From an optimization exercise on the open Yosys and OpenROAD flow, aimed at small area, a short achievable clock period and few clock cycles per item; shortcuts taken in it are not production practice.
No functional check of the RTL was part of any run shown here.
Power and IR drop assume default switching activity.

==> flow/design.v, too long to show whole: its modules and the start of the top module <==
// module fp32_mul: 1101 lines
// module rnd23: 11 lines
// module add8c: 4 lines
// module fa: 4 lines
// module fa1: 4 lines
// module ha: 4 lines
module fp32_mul (
    input  wire        clk,
    input  wire        rst,
    input  wire        in_valid,
    input  wire [31:0] op_a,
    input  wire [31:0] op_b,
    output reg         out_valid,
    output reg  [31:0] result
);
  // ...
==> flow/run.sh <==
#!/bin/bash
# synth_recipe.tcl (not shown) runs the flow's synth.tcl, then flattens the netlist and writes it again
# the make line also repeats each setting of config.mk as NAME=value (left out here)
make -C /OpenROAD-flow-scripts/flow DESIGN_CONFIG=/design/flow/config.mk WORK_HOME=/design/flow/orfs CLKGATE_MAP_FILE= SYNTH_SCRIPT=/design/flow/synth_recipe.tcl finish
==> flow/config.mk <==
export PLATFORM = sky130hd
export DESIGN_NAME = fp32_mul
export DESIGN_NICKNAME = fp32_mul
export VERILOG_FILES = /design/flow/design.v
export SDC_FILE = /design/flow/constraint.sdc
export NUM_CORES = 4
export LEC_CHECK = 0
export CAP_MARGIN = 20
export CORE_MARGIN = 2
export CORE_UTILIZATION = 40
export SLEW_MARGIN = 20
export SYNTH_HIERARCHICAL = 1
==> flow/constraint.sdc <==
create_clock -name core_clock -period 11.0 [get_ports {clk}]
set_input_delay 2.2000 -clock core_clock [delete_from_list [all_inputs] [get_ports {clk}]]
set_output_delay 2.2000 -clock core_clock [all_outputs]
set_load 0.01 [all_outputs]
==> flow_summary.ini, run 1 <==
[sta]
hold_viol_final = 0
min_period_ns = 4.82
tightest_slew_ns = 1.19
timing.final.ws_setup_ns = 6.18
finalSetupViolCount = 0

[global_routing]
grt_busiest_layer = met2
overflow = 0
antenna_found_initial = 0
grt_pass1_wl_um = 93900
grt_use_met1_pct = 29.4

[synthesis]
yosys_warnings = 7
syn_nets = 2502
synth.cell_area_um2 = 20700

[status]
status = complete, no violations

[critical_path]
r2r_slack_ns = 6.18
r2r_cells = 16
critPathBufInv = 1
reg2reg_from = rq[4]$_DFF_P_

[route]
drt_first_pass_iters = 6
met3_length_um = 6190
wl_per_cell_um = 21.5
top_layer = met4
drc = 0
wl_met1_um = 24600

[worst_hold_path]
min_from = s1$_DFF_P_
holdPathEnd = s2$_DFF_P_
hold_path_class = flop to flop

[power]
p_int_w = 0.00445
comb_power_share_pct = 73.7
switching_share_pct = 45.8
clkPwrFrac_pct = 10.4
peakVddDrop_v = 0.000174
power.group.top = combinational logic
p_per_area_nw_per_um2 = 355

[floorplan]
row_count = 83

[final_layout]
clockBufferCount = 35
fin_nets = 2528
sh_seq_area_pct = 19.0
clkCellAreaFrac_pct = 3.67

[cts]
hold_buffers = 0
insertion_delay_ns = 0.58
clockBufferDepth = 3
cts_tree = built

[placement]
postPlaceCellArea_um2 = 22300
==> run 2: changes to the inputs <==
--- a/flow/design.v
+++ b/flow/design.v
@@ -18,43 +18,44 @@
   wire a_nan = a_emax & (|fa);
   wire b_nan = b_emax & (|fb);
   wire any_nan = a_nan | b_nan;
   wire any_zero = a_zero | b_zero;
   wire any_inf = (a_emax & ~(|fa)) | (b_emax & ~(|fb));
   wire special = a_zero | b_zero | a_emax | b_emax;
   wire zinf = ~any_nan & any_zero & any_inf;
   wire s0 = any_nan ? op_a[31] : zinf ? 1'b1 : (op_a[31] ^ op_b[31]);
-  wire [22:0] fa0 = (special & ~any_nan) ? 23'd0 : fa;
+  wire kill0 = special & ~any_nan;
   wire [22:0] fb0 = special ? 23'd0 : fb;
   wire [25:0] bx = {2'b01, fb0, 1'b0};
   wire [11:0] one0, two0, neg0;
   genvar gi;
   generate
     for (gi = 0; gi < 12; gi = gi + 1) begin : g_booth
       assign one0[gi] = bx[2*gi+1] ^ bx[2*gi];
       assign two0[gi] = (bx[2*gi+2] & ~bx[2*gi+1] & ~bx[2*gi]) |
                         (~bx[2*gi+2] & bx[2*gi+1] & bx[2*gi]);
       assign neg0[gi] = bx[2*gi+2] & ~(bx[2*gi+1] & bx[2*gi]);
     end
   endgenerate
-  reg        v1, s1, q1, nan1, zero1, inf1;
+  reg        v1, s1, q1, kill1, nan1, zero1, inf1;
   reg [7:0]  ea1, eb1;
   reg [22:0] fa1;
   reg [11:0] one1, two1, neg1;
   always @(posedge clk) begin
     if (rst) v1 <= 1'b0; else v1 <= in_valid;
     s1 <= s0;
     q1 <= any_nan | zinf;
     nan1 <= any_nan;
     zero1 <= any_zero;
     inf1 <= any_inf;
     ea1 <= ea;
     eb1 <= eb;
-    fa1 <= fa0;
+    fa1 <= fa;
+    kill1 <= kill0;
     one1 <= one0;
     two1 <= two0;
     neg1 <= neg0;
   end
   wire [7:0] esum;
   add8c u_eadd (.a(ea1), .b(eb1), .s(esum));
   wire [7:0] e1 = nan1 ? ea1 : zero1 ? (inf1 ? 8'hFF : 8'h00) :
                   inf1 ? 8'hFF : {~esum[7], esum[6:0]};
@@ -662,22 +663,23 @@
   fa u_fa257 (.a(fc175), .b(fs215), .c(fc214), .s(fs257), .co(fc257));
   fa u_fa258 (.a(fc177), .b(fs216), .c(fc215), .s(fs258), .co(fc258));
   fa u_fa259 (.a(fc178), .b(fs217), .c(fc216), .s(fs259), .co(fc259));
   fa1 u_fa260 (.a(fs218), .b(fc217), .s(fs260), .co(fc260));
   fa u_fa261 (.a(hc24), .b(fs219), .c(fc218), .s(fs261), .co(fc261));
   fa1 u_fa262 (.a(hs27), .b(fc219), .s(fs262), .co(fc262));
   fa1 u_fa263 (.a(~neg1[11]), .b(hc27), .s(fs263), .co(fc263));
   reg [94:0] rq;
-  reg        v2, s2, q2;
+  reg        v2, s2, q2, kill2;
   reg [7:0]  e2;
   always @(posedge clk) begin
     if (rst) v2 <= 1'b0; else v2 <= v1;
     s2 <= s1;
     q2 <= q1;
+    kill2 <= kill1;
     e2 <= e1;
     rq <= {fc262, fs263, fc261, fs262, fc260, fs261, fc259, fs260, fc258, fs259, fc257, fs258, fc256, fs257, fc255, fs256, fc254, fs255, fc253, fs254, fc252, fs253, fc251, fs252, fc250, fs251, fc249, fs250, fc248, fs249, fc247, fs248, fc246, fs247, fc245, fs246, fc244, fs245, fc243, fs244, fc242, fs243, fc241, fs242, fc240, fs241, fc239, fs240, fc238, fs239, fc237, fs238, fc236, fs237, fc235, fs236, fc234, fs235, fc233, fs234, fc232, fs233, fc231, fs232, fc230, fs231, fc229, fs230, fc228, fs229, fc227, fs228, fc226, fs227, fc225, fs226, fc224, fs225, fc223, fs224, fc222, fs223, fc221, fs222, fc220, fs221, hc29, fs220, hc28, hs29, hs28, bp1[0], bp0[1], bp0[0], neg1[0]};
   end
   wire gg1, pp2, gg3, pp4, gg5, pp6, gg7, pp8, gg9, pp10, gg11, pp12, gg13, pp14, gg15, pp16, gg17, pp18, gg19, pp20, gg21, pp22, gg23, pp24, gg25, pp26, gg27, pp28, gg29, pp30, gg31, pp32, gg33, pp34, gg35, pp36, gg37, pp38, gg39, pp40, gg41, pp42, gg43, pp44, gg45, pp46, gg47, pp48, gg49, pp50, gg51, pp52, gg53, pp54, gg55, pp56, gg57, pp58, gg59, pp60, gg61, pp62, gg63, pp64, gg65, pp66, gg67, pp68, gg69, pp70, gg71, pp72, gg73, pp74, gg75, pp76, gg77, pp78, gg79, pp80, gg81, pp82, gg83, pp84, gg85, pp86, gg87, pp88, gg89, pp90, gg91, pp92, gg93, pp94, gg95, pp96, g97, p98, g99, p100, g101, p102, g103, p104, g105, p106, g107, p108, g109, p110, g111, p112, g113, p114, g115, p116, g117, p118, g119, p120, g121, p122, g123, p124, g125, p126, g127, p128, g129, p130, g131, p132, g133, p134, g135, p136, g137, p138, g139, p140, g141, p142, g143, p144, g145, p146, g147, p148, g149, p150, g151, p152, g153, p154, g155, p156, g157, p158, g159, p160, g161, p162, g163, p164, g165, p166, g167, p168, g169, p170, g171, p172, g173, p174, g175, p176, g177, p178, g179, p180, g181, p182, g183, p184, g185, p186, g187, p188, g189, p190, g191, p192, g193, p194, g195, p196, g197, p198, g199, p200, g201, p202, g203, p204, g205, p206, g207, p208, g209, p210, g211, p212, g213, p214, g215, p216, g217, p218, g219, p220, g221, p222, g223, p224, g225, p226, g227, p228, g229, p230, g231, p232, g233, p234, g235, p236, g237, p238, g239, p240, g241, p242, g243, p244, g245, p246, g247, p248, g249, p250, g251, p252, g253, p254, g255, p256, g257, p258, g259, p260, g261, p262, g263, p264, g265, p266, g267, p268, g269, p270, g271, p272, g273, p274, g275, p276, g277, p278, g279, p280, g281, p282, g283, p284, g285, p286, g287, p288, g289, p290, g291, p292, g293, p294, g295, p296, g297, p298, g299, p300, g301, p302, g303, p304, g305, p306, g307, p308, g309, p310, g311, p312, g313, p314, g315, p316, g317, p318, g319, p320, g321, p322, g323, p324, g325, p326, g327, p328, g329, p330, g331, p332, g333, p334, g335, p336, g337, p338, g339, p340, g341, p342, g343, p344, g345, p346, g347, p348, g349, p350, g351, p352, g353, p354, g355, p356, z357, z358, z359, z360, z361, z362, z363, z364, z365, z366, z367, z368, z369, z370, z371, z372, z373, z374, z375, z376, z377, z378;
   assign gg1 = rq[0] & rq[1];
   assign pp2 = rq[0] ^ rq[1];
   assign gg3 = rq[2] & 1'b0;
   assign pp4 = rq[2] ^ 1'b0;
@@ -1078,29 +1080,40 @@
   assign z372 = (rq[29] ^ rq[30]) ^ (rq[27] | rq[28]);
   assign z373 = (rq[31] ^ rq[32]) ^ (rq[29] | rq[30]);
   assign z374 = (rq[33] ^ rq[34]) ^ (rq[31] | rq[32]);
   assign z375 = (rq[35] ^ rq[36]) ^ (rq[33] | rq[34]);
   assign z376 = (rq[37] ^ rq[38]) ^ (rq[35] | rq[36]);
   assign z377 = (rq[39] ^ rq[40]) ^ (rq[37] | rq[38]);
   assign z378 = (rq[41] ^ rq[42]) ^ (rq[39] | rq[40]);
   wire sticky = z357 | z358 | z359 | z360 | z361 | z362 | z363 | z364 | z365 | z366 | z367 | z368 | z369 | z370 | z371 | z372 | z373 | z374 | z375 | z376 | z377 | z378;
-  wire [22:0] f0 = h[23:1];
-  wire [22:0] f1 = h[24:2];
-  wire i0 = h[0] & (sticky | h[1]);
-  wire i1 = h[1] & (sticky | h[2]);
+  reg        v3, s3, q3, st3;
+  reg [7:0]  e3;
+  reg [25:0] h3;
+  always @(posedge clk) begin
+    if (rst) v3 <= 1'b0; else v3 <= v2;
+    s3 <= s2;
+    q3 <= q2;
+    e3 <= e2;
+    st3 <= sticky & ~kill2;
+    h3 <= kill2 ? 26'd0 : h;
+  end
+  wire [22:0] f0 = h3[23:1];
+  wire [22:0] f1 = h3[24:2];
+  wire i0 = h3[0] & (st3 | h3[1]);
+  wire i1 = h3[1] & (st3 | h3[2]);
   wire [22:0] r0, r1;
   rnd23 u_r0 (.f(f0), .inc(i0), .r(r0));
   rnd23 u_r1 (.f(f1), .inc(i1), .r(r1));
-  wire p47 = h[25];
+  wire p47 = h3[25];
   wire [22:0] rnd = p47 ? r1 : r0;
-  wire [7:0] eo = e2 + {7'd0, p47};
-  wire [31:0] res = {s2, eo, rnd[22] | q2, rnd[21:0]};
+  wire [7:0] eo = e3 + {7'd0, p47};
+  wire [31:0] res = {s3, eo, rnd[22] | q3, rnd[21:0]};
   always @(posedge clk) begin
-    if (rst) out_valid <= 1'b0; else out_valid <= v2;
+    if (rst) out_valid <= 1'b0; else out_valid <= v3;
     result <= res;
   end
 endmodule
 module rnd23 (input wire [22:0] f, input wire inc, output wire [22:0] r);
   wire [23:0] t;   
   assign t[0] = 1'b1;
   genvar i;
   generate
==> flow/config.mk (replaced) <==
export PLATFORM = sky130hd
export DESIGN_NAME = fp32_mul
export DESIGN_NICKNAME = fp32_mul
export VERILOG_FILES = /design/flow/design.v
export SDC_FILE = /design/flow/constraint.sdc
export NUM_CORES = 4
export LEC_CHECK = 0
export CAP_MARGIN = 20
export CORE_MARGIN = 2
export CORE_UTILIZATION = 60
export SLEW_MARGIN = 70
export SYNTH_HIERARCHICAL = 1
==> run 2 against run 1 <==
  * Still clean on timing, DRC and antenna
  * Via count rose by 1.2%
  * Combinational power is 24% lower
  * Sequential cell count grew 40
  * Die area decreased by 31%
  * Clock skew fell by 0.024 ns
  * Total power decreased by 11%
  * First-iteration DRC count is 10% lower
  * Non-clock buffer count rose by 11
  * Utilization up 23 points
  * Synthesized area rose by 3.2%
  * Largest power group unchanged
==> flow_summary.ini, run 2 <==
[status]
status = complete, no violations

[route]
wl_um = 58000
wl_per_cell_um = 22.4
drc = 0
ant_nets = 0
drt_first_pass_iters = 6
drt_iter0_drc = 1316
vias = 15900
avgViaCountPerCell = 6.14

[cts]
cts_tree = built
root_buffer = clkbuf_16
postCtsSetupRepairBufs = 0
h-tree-depth = 1
clkSlewWorstSetupHoldPaths_ns = 0.06
insertion_delay_ns = 0.58
cts_sinks = 260
cts_buffers = 30
cts_resized = 0
clockBufferDepth = 3
hold_buffers = 0

[power]
seqPwrFrac_pct = 21.7
comb_power_share_pct = 63.5
leakagePower_nw = 9.63
switching_share_pct = 42.3
switchingPower_w = 0.00308
peakVddDrop_v = 0.000239
p_int_w = 0.00420
p_per_area_nw_per_um2 = 303
clkPwrFrac_pct = 14.8

[sta]
rsz0062_at_grt = no
finalSetupViolCount = 0
hold_viol_final = 0
tns_ns = 0
tightest_slew_ns = 0.446
slew_headroom_pct = 70.0
min_period_ns = 3.94
hold_slack_ns = 0.326
fin_skew_ns = 0.0128
drv_slew = 0
timing.fmax_ghz = 0.254
fin_crit_sh_pct = 35.8

[global_routing]
grt_max_degree = 34
track_usage_pct = 31.7
grt_pass1_wl_um = 90100
first_global_vias = 16200
overflow = 0
antenna_found_initial = 0

[critical_path]
r2r_cells = 8
crit_path_start_kind = flop
critical_path_class = flop to flop
worst_ep_arrival_time_ns = 4.38
critPathCaptureType = flop
cp.required_ns = 11.44
worst-path-max-fanout = 18

[floorplan]
pin_count = 100
row_count = 69
start_util_pct = 60.5
die_area_um2 = 37200
coreArea_um2 = 35300
die_w_um = 193
die_h_um = 193

[final_layout]
largest_reg_flops = 95
fin_nets = 2562
insertedDiodeCount = 0
drive_gt1_share_pct = 8.39
layout_commonest_cell = xnor2_1
area_growth_pct = 12.2
final_cell_mix = xnor2_1 (312), a22oi_1 (265), fa_1 (257)
fill_cells = 2758
regMostFlops = rq
stdcell_count = 2594
reg.largest.list = rq: 95 flops, result: 32 flops, h3: 26 flops

[synthesis]
yosys_warnings = 7
synth.cell_area_um2 = 21400
synth.avg_cell_area_um2 = 10.3
netlist_instances = 2069
syn_nets = 2522

[placement]
io_buffers = 99
dp.cells = 2538
dp_hpwl_um = 38900
gp_congestion = 0.842

[worst_hold_path]
hold_path_class = flop to flop
min_path_cells = 0

[run]
maxCapViolations = 0
==> run 2: routing by layer <==
layer,global-route usage (%),part of all wire (%),vias to the layer above
met5,0,0,-
met4,10.9,3.4,0
met3,6.58,9.3,166
met2,50.5,45,762
met1,43.1,42,7821
li1,-,-,7167
==> run 2: power groups by stage <==
| stage | combinational [W] | clock (W) | sequential (W) |
|---|---|---|---|
| floorplan | 0.00324 | 0 | 0.00157 |
| global placement | 0.00449 | 0 | 0.00159 |
| detailed placement | 0.00464 | 0 | 0.00160 |
| CTS | 0.00467 | 0.00110 | 0.00158 |
| global route | 0.00524 | 0.00113 | 0.00162 |
| finish | 0.00462 | 0.00107 | 0.00158 |
==> run 2: worst max-delay path, stage by stage, from the launching register on <==
cell and delay (ns):
dfxtp_1 0.55, buf_4 0.36, a22oi_1 0.13, xnor2_1 0.20, fa_1 0.48, fa_1 0.54
fa_1 0.55, fa_1 0.45, fa_1 0.53
==> run 2: path summary, 6_finish.rpt <==
kind                   start        endpoint  slack (ns)
max          fa1[16]$_DFF_P_  rq[61]$_DFF_P_        7.06
min            e2[3]$_DFF_P_   e3[3]$_DFF_P_        0.33
max reg2reg  fa1[16]$_DFF_P_  rq[61]$_DFF_P_        7.06
min reg2reg    e2[3]$_DFF_P_   e3[3]$_DFF_P_        0.33
==> run 2: final cells by class <==
class	count	area [um2]	share of cell area, %
Sequential cell	260	5210	21.7
Inverter	111	417	1.74
Timing Repair Buffer	165	1520	6.35
Clock buffer	39	835	3.48
Tap cell	461	577	2.40
Multi-Input combinational cell	1541	15200	63.2
Clock inverter	17	268	1.12
==> run 2: metrics by stage <==
step | setup slack (ns) | utilization (%) | power, W | area, um2
after CTS | 7.03 | 67.9 | 0.00734 | 24000
final | 7.06 | 67.9 | 0.00728 | 24000
after global routing | 6.94 | 67.9 | 0.00799 | 24000
after global placement | 6.73 | 64.5 | 0.00609 | 22800
after detailed placement | 6.69 | 64.8 | 0.00624 | 22900
after floorplan | 7.07 | - | 0.00482 | 21400
==> run 3: changes to the inputs <==
--- a/flow/config.mk
+++ b/flow/config.mk
@@ -7,6 +7,6 @@
 export LEC_CHECK = 0
 export CAP_MARGIN = 20
 export CORE_MARGIN = 2
-export CORE_UTILIZATION = 60
-export SLEW_MARGIN = 70
+export CORE_UTILIZATION = 40
+export SLEW_MARGIN = 20
 export SYNTH_HIERARCHICAL = 1
==> run 3 against run 2 <==
  * Worst hold slack improved by 0.00071 ns
  * Synthesized area did not move
  * Utilization down 22 points
  * First-iteration DRC count up 1.2%
  * Critical path depth fell by 1
  * Cell area grew 0.36%
  * Register-to-register slack lost 0.46 ns
  * Clock skew is 0.036 ns higher
  * Global-route usage is 10 points lower
  * Sequential power barely moved
  * Via count down 0.25%
  * Largest cell class unchanged
  * Largest power group unchanged
==> flow_summary.ini, run 3 <==
[status]
status = complete, no violations

[placement]
gp_congestion = 0.856
io_buffers = 99
dp.cells = 2754
postPlaceCellArea_um2 = 23000
dp_hpwl_um = 40100

[run]
maxCapViolations = 0

[sta]
min_period_ns = 4.41
fin_skew_ns = 0.0489
rsz0062_at_grt = no
fin_crit_sh_pct = 40.1
hold_viol_final = 0
tns_ns = 0
tightest_slew_ns = 1.30
timing.fmax_ghz = 0.227
finalSetupViolCount = 0
slew_headroom_pct = 13.2
drv_slew = 0

[route]
drt_first_pass_iters = 6
top_layer = met4
wl_per_cell_um = 21.2
avgViaCountPerCell = 5.66
wl_um = 59600
ant_nets = 0
drt_iter0_drc = 1332
wl_met1_um = 25800
met3_length_um = 5160
drc = 0
dr_wl_met2_um = 26900
vias = 15900

[global_routing]
grt_pass1_wl_um = 94600
first_global_vias = 16800
grt_max_degree = 34
overflow = 0
track_usage_pct = 21.4
antenna_found_initial = 0

[critical_path]
worst-path-max-fanout = 24
critPathCaptureType = flop
critical_path.slowest_cell = dfxtp_1
crit_chain = a22oi_1 > xnor2_1 > fa_1 > fa_1 > fa_1 > fa_1 > fa_1
critical_path_class = flop to flop
crit_path_start_kind = flop
path_common_cell = fa_1
cp.required_ns = 11.45
worst_ep_arrival_time_ns = 4.85
crit_path_max_incr_delay_ns = 1.18

[cts]
insertion_delay_ns = 0.61
clockBufferDepth = 3
cts_sinks = 260
root_buffer = clkbuf_16
postCtsSetupRepairBufs = 0
cts_tree = built
clkSlewWorstSetupHoldPaths_ns = 0.07
hold_buffers = 0
h-tree-depth = 1
cts_buffers = 30
cts_resized = 0

[final_layout]
stdcell_area_um2 = 24100
fill_cells = 4843
layout_commonest_cell = xnor2_1
reg.largest.list = rq: 95 flops, result: 32 flops, h3: 26 flops
fin_nets = 2551
insertedDiodeCount = 0
stdcell_count = 2807
drive_gt1_share_pct = 7.22
final_cell_mix = xnor2_1 (313), a22oi_1 (265), dfxtp_1 (260)
register_area_um2 = 5200
regMostFlops = rq
area_growth_pct = 12.6
final_core_util_pct = 45.7
multi_input_area_um2 = 15100
largest_reg_flops = 95

[floorplan]
die_area_um2 = 55300
pin_count = 100
die_w_um = 235
row_count = 84
start_util_pct = 40.6
die_h_um = 235
coreArea_um2 = 52700

[synthesis]
synth.avg_cell_area_um2 = 10.3
synth.cell_area_um2 = 21400
yosys_warnings = 7
netlist_instances = 2069
syn_nets = 2522

[power]
p_per_area_nw_per_um2 = 298
leakagePower_nw = 9.54
p_total_w = 0.00718
peakVddDrop_v = 0.000169

[worst_hold_path]
hold_path_class = flop to flop
[run 3: cell types whose count changed in the layout (fill, tap and decap cells not counted), moves of 3 or more]
cell      change
buf_6        -11
buf_4         +5
dfxtp_1       +5
dfxtp_2       -5
buf_2         -4
clkinv_2      +3
[run 3: worst paths after layout]
check / slack, ns / endpoint / from / depth (start not counted)
min reg2reg: 0.33 / e3[3]$_DFF_P_ / e2[3]$_DFF_P_ / 0
min: 0.33 / e3[3]$_DFF_P_ / e2[3]$_DFF_P_ / 0
max: 6.59 / rq[53]$_DFF_P_ / two1[7]$_DFF_P_ / 7
max reg2reg: 6.59 / rq[53]$_DFF_P_ / two1[7]$_DFF_P_ / 7
[run 3: metal layers]
| metal | global-route usage (%) | vias up |
|---|---|---|
| met5 | 0 | - |
| met4 | 7.61 | 0 |
| met3 | 4.30 | 130 |
| met2 | 34.3 | 762 |
| met1 | 28.8 | 7848 |
| li1 | - | 7136 |
[run 3: worst max-delay path: cells and delay by family, from the launching register on]
kind | cells | cell delay [ns]
compound gates | 1 | 0.19
xor+xnor | 1 | 0.27
fa+ha+maj | 5 | 2.58
flops | 1 | 1.18
[run 3: where the power goes]
group | internal (W) | switching, W
clock network | 0.000645 | 0.000416
registers | 0.00137 | 0.000218
logic | 0.00214 | 0.00239
total | 0.00415 | 0.00302
[run 3: stage by stage]
step                setup WS, ns  hold slack [ns]
floorplan                   7.07            0.310
global placement            6.51            0.313
detailed placement          6.34            0.312
CTS                         6.69            0.327
global route                6.51            0.331
finish                      6.59            0.327
[run 3: cell type report]
type | count | share of cell area, %
clock buffer | 36 | 3.38
multi-input combinational | 1541 | 62.8
sequential | 260 | 21.6
inverter | 111 | 1.73
tap | 688 | 3.58
timing repair buffer | 154 | 5.83
clock inverter | 17 | 1.05
==> run 4: changes to the inputs <==
--- a/flow/config.mk
+++ b/flow/config.mk
@@ -7,6 +7,6 @@
 export LEC_CHECK = 0
 export CAP_MARGIN = 20
 export CORE_MARGIN = 2
-export CORE_UTILIZATION = 40
-export SLEW_MARGIN = 20
+export CORE_UTILIZATION = 70
+export SLEW_MARGIN = 80
 export SYNTH_HIERARCHICAL = 1
==> run 4 against run 3 <==
  * Critical path depth is 2 higher
  * Largest power group unchanged
  * Global-route usage is 16 points higher
  * Routed wire length is 1.4% lower
  * Still clean on timing, DRC and antenna
  * Highest routed layer is now met5
  * Clock power is 7% lower
  * Register-to-register slack better by 0.16 ns
  * Count of clock-buffer cells in the layout is 8 lower
==> flow_summary.ini, run 4 <==
[route]
drc = 0
ant_nets = 0
wl_per_cell_um = 23.1
wl_um = 58800
drt_first_pass_iters = 8
avgViaCountPerCell = 6.57
vias = 16700
drt_iter0_drc = 1896

[final_layout]
largest_reg_flops = 95
regMostFlops = rq
fin_nets = 2584
fill_cells = 1775
layout_commonest_cell = xnor2_1
reg.largest.list = rq: 95 flops, result: 32 flops, h3: 26 flops
stdcell_count = 2542
final_cell_mix = xnor2_1 (303), a22oi_1 (265), fa_1 (257)
area_growth_pct = 15.2
drive_gt1_share_pct = 10.8
stdcell_area_um2 = 24600
insertedDiodeCount = 0

[critical_path]
reg2reg_from = fa1[18]$_DFF_P_
r2r_end = rq[55]$_DFF_P_
critPathCaptureType = flop
cp.required_ns = 11.44
critical_path_class = flop to flop
worst-path-max-fanout = 17
startpoint = fa1[18]$_DFF_P_
crit_path_start_kind = flop
r2r_cells = 9
worst_ep_arrival_time_ns = 4.69
crit_path_end = rq[55]$_DFF_P_
r2r_slack_ns = 6.76

[placement]
gp_congestion = 0.896
postPlaceCellArea_um2 = 23400
dp_hpwl_um = 40100
dp.cells = 2483
io_buffers = 99

[worst_hold_path]
min_from = e2[5]$_DFF_P_
hold_path_class = flop to flop

[cts]
cts_buffers = 27
cts_sinks = 260
postCtsSetupRepairBufs = 0
clkSlewWorstSetupHoldPaths_ns = 0.07
clockBufferDepth = 3
root_buffer = clkbuf_16
cts_tree = built
insertion_delay_ns = 0.58
cts_resized = 0
hold_buffers = 0
h-tree-depth = 1

[sta]
slew_headroom_pct = 78.3
tns_ns = 0
drv_slew = 0
finalSetupViolCount = 0
hold_viol_final = 0
rsz0062_at_grt = no
fin_crit_sh_pct = 38.6
fin_skew_ns = 0.0151
timing.fmax_ghz = 0.236
tightest_slew_ns = 0.324
min_period_ns = 4.24
hold_slack_ns = 0.326

[floorplan]
coreArea_um2 = 29900
die_h_um = 179
die_area_um2 = 32000
start_util_pct = 71.6
pin_count = 100
row_count = 63
die_w_um = 179

[synthesis]
netlist_instances = 2069
synth.cell_area_um2 = 21400
synth.avg_cell_area_um2 = 10.3
syn_nets = 2522
yosys_warnings = 7

[power]
p_total_w = 0.00732
peakVddDrop_v = 0.000174
leakagePower_nw = 9.88
p_per_area_nw_per_um2 = 297

[global_routing]
grt_max_degree = 32
antenna_found_initial = 1
grt_pass1_wl_um = 91900
first_global_vias = 17600
track_usage_pct = 37.1
overflow = 0

[run]
maxCapViolations = 0

[status]
status = complete, no violations
## run 4: metrics by stage
stage | utilization, % | worst slack [ns]
after floorplan | - | 7.07
after global placement | 75.9 | 6.79
after detailed placement | 78.3 | 6.89
after CTS | 81.5 | 7.04
after global routing | 82.4 | 6.64
final | 82.4 | 6.76
## run 4: how the worst min path moves through the flow
| stage | endpoint | cells after the start |
|---|---|---|
| after floorplan | e3[0]$_DFF_P_ | 0 |
| final | e3[5]$_DFF_P_ | 0 |
| after global placement | e3[5]$_DFF_P_ | 0 |
| after detailed placement | e3[0]$_DFF_P_ | 0 |
| after global routing | e3[1]$_DFF_P_ | 0 |
| after CTS | e3[1]$_DFF_P_ | 0 |
## run 4: layer usage
layer / track usage [%] / vias up / part of all wire (%)
met4: 15.3 / 2 / 4.2
met2: 59.3 / 1070 / 46
li1: - / 7215 / -
met3: 10.2 / 245 / 12
met1: 47.8 / 8181 / 38
met5: 0 / - / 0.020
## run 4: layout make-up
cell class	count	area [um2]	share of cell area [%]
well taps	390	488	1.98
clock buffers	28	701	2.84
multi-input cells	1541	15400	62.5
clock inverters	22	262	1.06
inverters	111	417	1.69
flip-flops and latches	260	5240	21.3
repair buffers	190	2140	8.70
## run 4: report_power, final
group          internal (W)  total, W  switching (W)  leakage [nW]
Sequential          0.00138   0.00161       0.000233          2.19
Clock              0.000568  0.000988       0.000420         0.465
Combinational       0.00223   0.00472        0.00249          7.22
Total               0.00417   0.00732        0.00314          9.88
## run 4: worst max-delay path, cell delays in order, from the launching register on
cell,delay (ns)
dfxtp_2,0.45
buf_4,0.32
a22oi_1,0.15
clkdlybuf4s50_1,0.49
xnor2_2,0.16
fa_1,0.50
fa_1,0.57
fa_1,0.44
fa_1,0.58
fa_1,0.43

-- afterwards: timing with drivers on the ports --
Ports are ideal in the flow. The routed layouts listed here were re-timed in OpenROAD. Step 1 (the two cells are an assumption about what drives the block):
set clk [get_ports {clk}]
set_driving_cell -lib_cell sky130_fd_sc_hd__clkbuf_16 $clk
set_driving_cell -lib_cell sky130_fd_sc_hd__buf_2 [delete_from_list [all_inputs] $clk]
Step 2 moves the port delays by t, midway between the first and last clock arrival at a register: inputs arrive t later, outputs are due t later. That takes back most of the time a late clock gives input paths. a / b / c = no drivers / after step 1 / after step 2; a / b = the first two.
| run | shift t [ns] | setup slack, ns | worst slew at a driven data input, ns | pins driven straight from the clock port |
|---|---|---|---|---|
| run 1 | 0.614 | 6.184 / 6.184 / 6.184 | 0.04 | 1 |
| run 2 | 0.635 | 7.058 / 7.058 / 6.821 | 0.04 | 1 |
| run 3 | 0.645 | 6.594 / 6.594 / 6.439 | 0.08 | 1 |
| run 4 | 0.623 | 6.757 / 6.757 / 6.757 | 0.05 | 1 |
After both steps every run listed still meets setup and hold. For run 2, which loses most, drivers alone change the setup slack by 0.000 ns; drivers and shift together by -0.237 ns.
